Source: an optimization exercise on an open RTL-to-GDS flow (aim: small area and a short achievable clock period). Production flows keep margins and buffers that such runs may drop. Where RTL was checked, it was by simulation tests only, not by an equivalence proof against the original. Power is estimated from default activity; no workload was simulated.

Setup of v6:
==> flow/design.v <==
module master_apb (
input PCLK,
input PRESETn,
input transfer,
output reg PENABLE
);
reg setup_q;
always @(posedge PCLK or negedge PRESETn)
begin
if(!PRESETn)
begin
setup_q<=1'b0;
PENABLE<=1'b0;
end
else
begin
setup_q<=transfer&~setup_q;
PENABLE<=setup_q;
end
end
endmodule
module RAM_slave #(parameter ADDRESS=8, parameter DATA=8, parameter LOCATION=64)(
input PCLK,PRESETn,
input PENABLE,
input PWRITE,
input [ADDRESS-1:0] waddr,
input [ADDRESS-1:0] raddr,
input [DATA-1:0] pwdata,
output reg [DATA-1:0] rdata
);
reg [DATA-1:0] memory [0:63];
reg wr_pend;
reg [5:0] wr_addr;
reg [DATA-1:0] wr_data_n;   
always @(posedge PCLK or negedge PRESETn)
begin
if(!PRESETn)
wr_pend<=1'b0;
else
wr_pend<=PENABLE & PWRITE & (waddr < LOCATION);
end
always @(posedge PCLK)
begin
wr_addr<=waddr[5:0];
wr_data_n<=~pwdata;
end
wire [7:0] w_row, w_bank;
onehot8 w_row_dec (.en(wr_pend), .a(wr_addr[2:0]), .y(w_row));
dec8 w_bank_dec (.a(wr_addr[5:3]), .y(w_bank));
wire rd = PENABLE & ~PWRITE;
wire [7:0] r_row [0:DATA/2-1];
wire [7:0] r_bank;
onehot8 r_bank_dec (.en(rd & (raddr < LOCATION)), .a(raddr[5:3]), .y(r_bank));
genvar g, b;
generate
for (b=0; b<DATA/2; b=b+1) begin : rdec
dec8 r_row_dec (.a(raddr[2:0]), .y(r_row[b]));
end
for (g=0; g<64; g=g+1) begin : loc
wire [DATA-1:0] d;
ram_row_next #(.DATA(DATA)) nxt (.bank(w_bank[g/8]), .row(w_row[g%8]), .wd_n(wr_data_n), .q(memory[g]), .d(d));
always @(posedge PCLK or negedge PRESETn)
begin
if(!PRESETn)
memory[g]<='b0;
else
memory[g]<=d;
end
end
for (b=0; b<DATA; b=b+1) begin : rbit
wire [7:0] bank_data;
wire rnext;
for (g=0; g<8; g=g+1) begin : bank
sel8 s (.sel(r_row[b/2]), .d({memory[8*g+7][b], memory[8*g+6][b], memory[8*g+5][b], memory[8*g+4][b],
                         memory[8*g+3][b], memory[8*g+2][b], memory[8*g+1][b], memory[8*g][b]}),
        .y(bank_data[g]));
end
sel8_hold s (.sel(r_bank), .d(bank_data), .hold(~rd), .q(rdata[b]), .y(rnext));
always @(posedge PCLK or negedge PRESETn)
begin
if(!PRESETn)
rdata[b]<=1'b0;
else
rdata[b]<=rnext;
end
end
endgenerate
endmodule
module ram_row_next #(parameter DATA=8)(
input bank, row,
input [DATA-1:0] wd_n,
input [DATA-1:0] q,
output [DATA-1:0] d
);
wire nwe = ~(bank & row);
genvar b;
generate
for (b=0; b<DATA; b=b+1) begin : bc
ram_bit_next nxt (.nwe(nwe), .wd_n(wd_n[b]), .q(q[b]), .d(d[b]));
end
endgenerate
endmodule
module ram_bit_next (
input nwe,
input wd_n,
input q,
output d
);
assign d = ~((wd_n | nwe) & ~(q & nwe));
endmodule
module onehot8 (
input en,
input [2:0] a,
output [7:0] y
);
assign y = en ? (8'b1 << a) : 8'b0;
endmodule
module dec8 (
input [2:0] a,
output [7:0] y
);
assign y = 8'b1 << a;
endmodule
module sel8 (
input [7:0] sel,
input [7:0] d,
output y
);
assign y = |(sel & d);
endmodule
module sel8_hold (
input [7:0] sel,
input [7:0] d,
input hold,
input q,
output y
);
assign y = |(sel & d) | (hold & q);
endmodule
module apb_top #(parameter ADDRESS=8, parameter DATA =8, parameter LOCATION=64)(
input PCLK,PRESETn,transfer,READ_WRITE,
input [ADDRESS-1:0] apb_write_paddr,apb_read_paddr,
input [DATA-1:0] apb_write_data,
output [DATA-1:0] apb_read_data_out);
wire PENABLE;
master_apb master(
.PCLK(PCLK),
.PRESETn(PRESETn),
.transfer(transfer),
.PENABLE(PENABLE));
RAM_slave #(.ADDRESS(ADDRESS),.DATA(DATA), .LOCATION(LOCATION)) slave_dut (
.PCLK(PCLK),
.PRESETn(PRESETn),
.PENABLE(PENABLE),
.PWRITE(READ_WRITE),
.waddr(apb_write_paddr),
.raddr(apb_read_paddr),
.pwdata(apb_write_data),
.rdata(apb_read_data_out)
);
endmodule
==> flow/config.mk <==
export PLATFORM = sky130hd
export DESIGN_NAME = apb_top
export DESIGN_NICKNAME = apb_top
export VERILOG_FILES = /design/flow/design.v
export SDC_FILE = /design/flow/constraint.sdc
export NUM_CORES = 4
export LEC_CHECK = 0
export CAP_MARGIN = 20
export CORE_MARGIN = 2
export CORE_UTILIZATION = 40
export PLACE_DENSITY = 0.6
export SETUP_SLACK_MARGIN = 2.8
export SLEW_MARGIN = 20
export SYNTH_HIERARCHICAL = 1
export TNS_END_PERCENT = 10
==> flow/constraint.sdc <==
create_clock -name core_clock -period 5.0 [get_ports {PCLK}]
set_input_delay 1.0000 -clock core_clock [delete_from_list [all_inputs] [get_ports {PCLK}]]
set_output_delay 1.0000 -clock core_clock [all_outputs]
set_load 0.01 [all_outputs]
standard.sh (not shown) runs the stock make flow with config.mk's settings and CLKGATE_MAP_FILE= SYNTH_SCRIPT=/design/flow/synth_recipe.tcl, a recipe that flattens the netlist after the stock synthesis.
==> flow/flow/run.sh <==
#!/bin/bash
# The standard layout (standard.sh, synthesis unchanged) with three changes
# to how the layout is made:
#  - the resizer may pick any size of a cell, not only cells of the same footprint
#  - ports are buffered with buf_2 instead of the delay buffer buffer_ports picks
#  - larger clock-sink clusters and no CTS dummy loads
# Each tool's output stays in orfs/logs/; make's output goes to standard.log.
set -e
bash standard.sh \
  MATCH_CELL_FOOTPRINT=0 \
  "BUFFER_PORTS_ARGS=-buffer_cell sky130_fd_sc_hd__buf_2" \
  "CTS_ARGS=-sink_clustering_enable -repair_clock_nets -sink_clustering_size 25 -sink_clustering_max_diameter 100 -dont_use_dummy_load" \
  finish > standard.log 2>&1
v6 | stages: all done | timing, DRC, antenna: all pass
Input-level comparison between v7 and v6:
==> flow/design.v, changed modules only <==
module RAM_slave #(parameter ADDRESS=8, parameter DATA=8, parameter LOCATION=64)(
input PCLK,PRESETn,
input PENABLE,
input PWRITE,
input [ADDRESS-1:0] waddr,
input [ADDRESS-1:0] raddr,
input [DATA-1:0] pwdata,
output reg [DATA-1:0] rdata
);
reg [DATA-1:0] memory [0:63];
reg [7:0] w_row, w_bank;    
reg [DATA-1:0] wr_data_n;   
wire [7:0] w_row_d, w_bank_d;
onehot8 w_row_dec (.en(PENABLE & PWRITE & (waddr < LOCATION)), .a(waddr[2:0]), .y(w_row_d));
dec8 w_bank_dec (.a(waddr[5:3]), .y(w_bank_d));
always @(posedge PCLK or negedge PRESETn)
begin
if(!PRESETn)
w_row<=8'b0;
else
w_row<=w_row_d;
end
always @(posedge PCLK)
begin
w_bank<=w_bank_d;
wr_data_n<=~pwdata;
end
wire rd = PENABLE & ~PWRITE;
wire [7:0] r_row [0:DATA/2-1];
wire [7:0] r_bank;
onehot8 r_bank_dec (.en(rd & (raddr < LOCATION)), .a(raddr[5:3]), .y(r_bank));
genvar g, b;
generate
for (b=0; b<DATA/2; b=b+1) begin : rdec
dec8 r_row_dec (.a(raddr[2:0]), .y(r_row[b]));
end
for (g=0; g<64; g=g+1) begin : loc
wire [DATA-1:0] d;
ram_row_next #(.DATA(DATA)) nxt (.bank(w_bank[g/8]), .row(w_row[g%8]), .wd_n(wr_data_n), .q(memory[g]), .d(d));
always @(posedge PCLK or negedge PRESETn)
begin
if(!PRESETn)
memory[g]<='b0;
else
memory[g]<=d;
end
end
for (b=0; b<DATA; b=b+1) begin : rbit
wire [7:0] bank_data;
wire rnext;
for (g=0; g<8; g=g+1) begin : bank
sel8 s (.sel(r_row[b/2]), .d({memory[8*g+7][b], memory[8*g+6][b], memory[8*g+5][b], memory[8*g+4][b],
                         memory[8*g+3][b], memory[8*g+2][b], memory[8*g+1][b], memory[8*g][b]}),
        .y(bank_data[g]));
end
sel8_hold s (.sel(r_bank), .d(bank_data), .hold(~rd), .q(rdata[b]), .y(rnext));
always @(posedge PCLK or negedge PRESETn)
begin
if(!PRESETn)
rdata[b]<=1'b0;
else
rdata[b]<=rnext;
end
end
endgenerate
endmodule
## What came out
The critical path start-end classification comes out primary input to flip-flop in one run and flip-flop to flip-flop in the other, namely in v7 and v6 respectively. Routed wire in v7 totals less than in v6. Of v7 and v6, v6 shows the lower power, with v7 above it. Going from v6 to v7, sequential share of power +0.5 points, compound-cell area share of the yosys netlist lower, total iterations of the first detailed-routing run -2. v7 against v6; die area is up slightly. As far as final net count is concerned, v7 and v6 perform about the same. v6 has a lower proportion of synthesized chip area in sequential cells than v7.
Only the layout flow was run in v6; the RTL was not checked for function there.

---

Setup of oak:
Starts from the design.v that is shown in full above.
Settings: LEC_CHECK=0, CAP_MARGIN=20, CORE_MARGIN=2, CORE_UTILIZATION=40, PLACE_DENSITY=0.6, SETUP_SLACK_MARGIN=2.8, SLEW_MARGIN=20, SYNTH_HIERARCHICAL=1; clock period 5.0 ns.
Scripts as last shown in full above: flow/flow/run.sh
## Diff of input files: pine against oak
-- flow/design.v --
<<< oak, line 30
);
reg [DATA-1:0] memory [0:63];
reg wr_pend;
reg [5:0] wr_addr;
reg [DATA-1:0] wr_data_n;   
always @(posedge PCLK or negedge PRESETn)
begin
if(!PRESETn)
wr_pend<=1'b0;
else
wr_pend<=PENABLE & PWRITE & (waddr < LOCATION);
end
always @(posedge PCLK)
begin
wr_addr<=waddr[5:0];
wr_data_n<=~pwdata;
end
wire [7:0] w_row, w_bank;
onehot8 w_row_dec (.en(wr_pend), .a(wr_addr[2:0]), .y(w_row));
dec8 w_bank_dec (.a(wr_addr[5:3]), .y(w_bank));
wire rd = PENABLE & ~PWRITE;
wire [7:0] r_row [0:DATA/2-1];
>>> pine, line 30
);
reg [DATA-1:0] memory [0:63];
reg [7:0] w_row, w_bank;    
reg [DATA-1:0] wr_data_n;   
wire [7:0] w_row_d, w_bank_d;
onehot8 w_row_dec (.en(PENABLE & PWRITE & (waddr < LOCATION)), .a(waddr[2:0]), .y(w_row_d));
dec8 w_bank_dec (.a(waddr[5:3]), .y(w_bank_d));
always @(posedge PCLK or negedge PRESETn)
begin
if(!PRESETn)
w_row<=8'b0;
else
w_row<=w_row_d;
end
always @(posedge PCLK)
begin
w_bank<=w_bank_d;
wr_data_n<=~pwdata;
end
wire rd = PENABLE & ~PWRITE;
wire [7:0] r_row [0:DATA/2-1];
--- outcome ---
No stage failed in pine, and the final checks on the layout all came back clean. oak: done, clean on timing, DRC and antenna. All-layer global routing usage of oak is on par with pine. pine against oak: global placement routability congestion higher, relative contribution of the clock network to total power higher, die area higher, post-DP HPWL higher, non-clock buffer count lower. Relative to oak, the final cell area reported for pine is lower. Looking at global routing met3 resource utilization, pine sits 1.5 points above oak. Between pine and oak, it is pine whose area after synthesis is higher, by 1.0%. pine vs oak, critical path depth in cells went up by 2. Setup slack after layout sits higher in pine than in oak. The growth of design area from synthesis to finish reported for pine is smaller than that of oak by 3.3 points. Total power consumption of the routed design grows slightly when moving from oak to pine. The lower portion of the clock cycle consumed by the worst path in the final layout came out of pine.
The RTL of oak was laid out without a check of its function.

re-timing with driven ports:
Ports are ideal in the flow. The routed layouts listed here were re-timed in OpenROAD. Step 1 assumes that a clkbuf_16 drives the clock port and a buf_2 every other input. Step 2 also shifts input and output timing later by t, the mid clock arrival at the registers, as if the neighbouring blocks saw the same clock. a / b / c = no drivers / after step 1 / after step 2; a / b = the first two.
| run | t, ns | slack for setup (ns) | worst hold slack (ns) | worst setup path at the end |
|---|---|---|---|---|
| v6 | 0.633 | 2.652 / 2.652 / 2.057 | 0.324 / 0.318 / 0.447 | input to register |
| v7 | 0.635 | 2.746 / 2.720 / 2.106 | 0.399 / 0.390 / 0.455 | input to register |
| oak | 0.636 | 2.699 / 2.691 / 2.055 | 0.328 / 0.321 / 0.447 | input to register |
| pine | 0.639 | 2.750 / 2.709 / 2.089 | 0.400 / 0.388 / 0.457 | input to register |
After both steps setup and hold are still met in every run listed. For pine, which loses most, drivers alone change the setup slack by -0.041 ns; drivers and shift together by -0.661 ns.
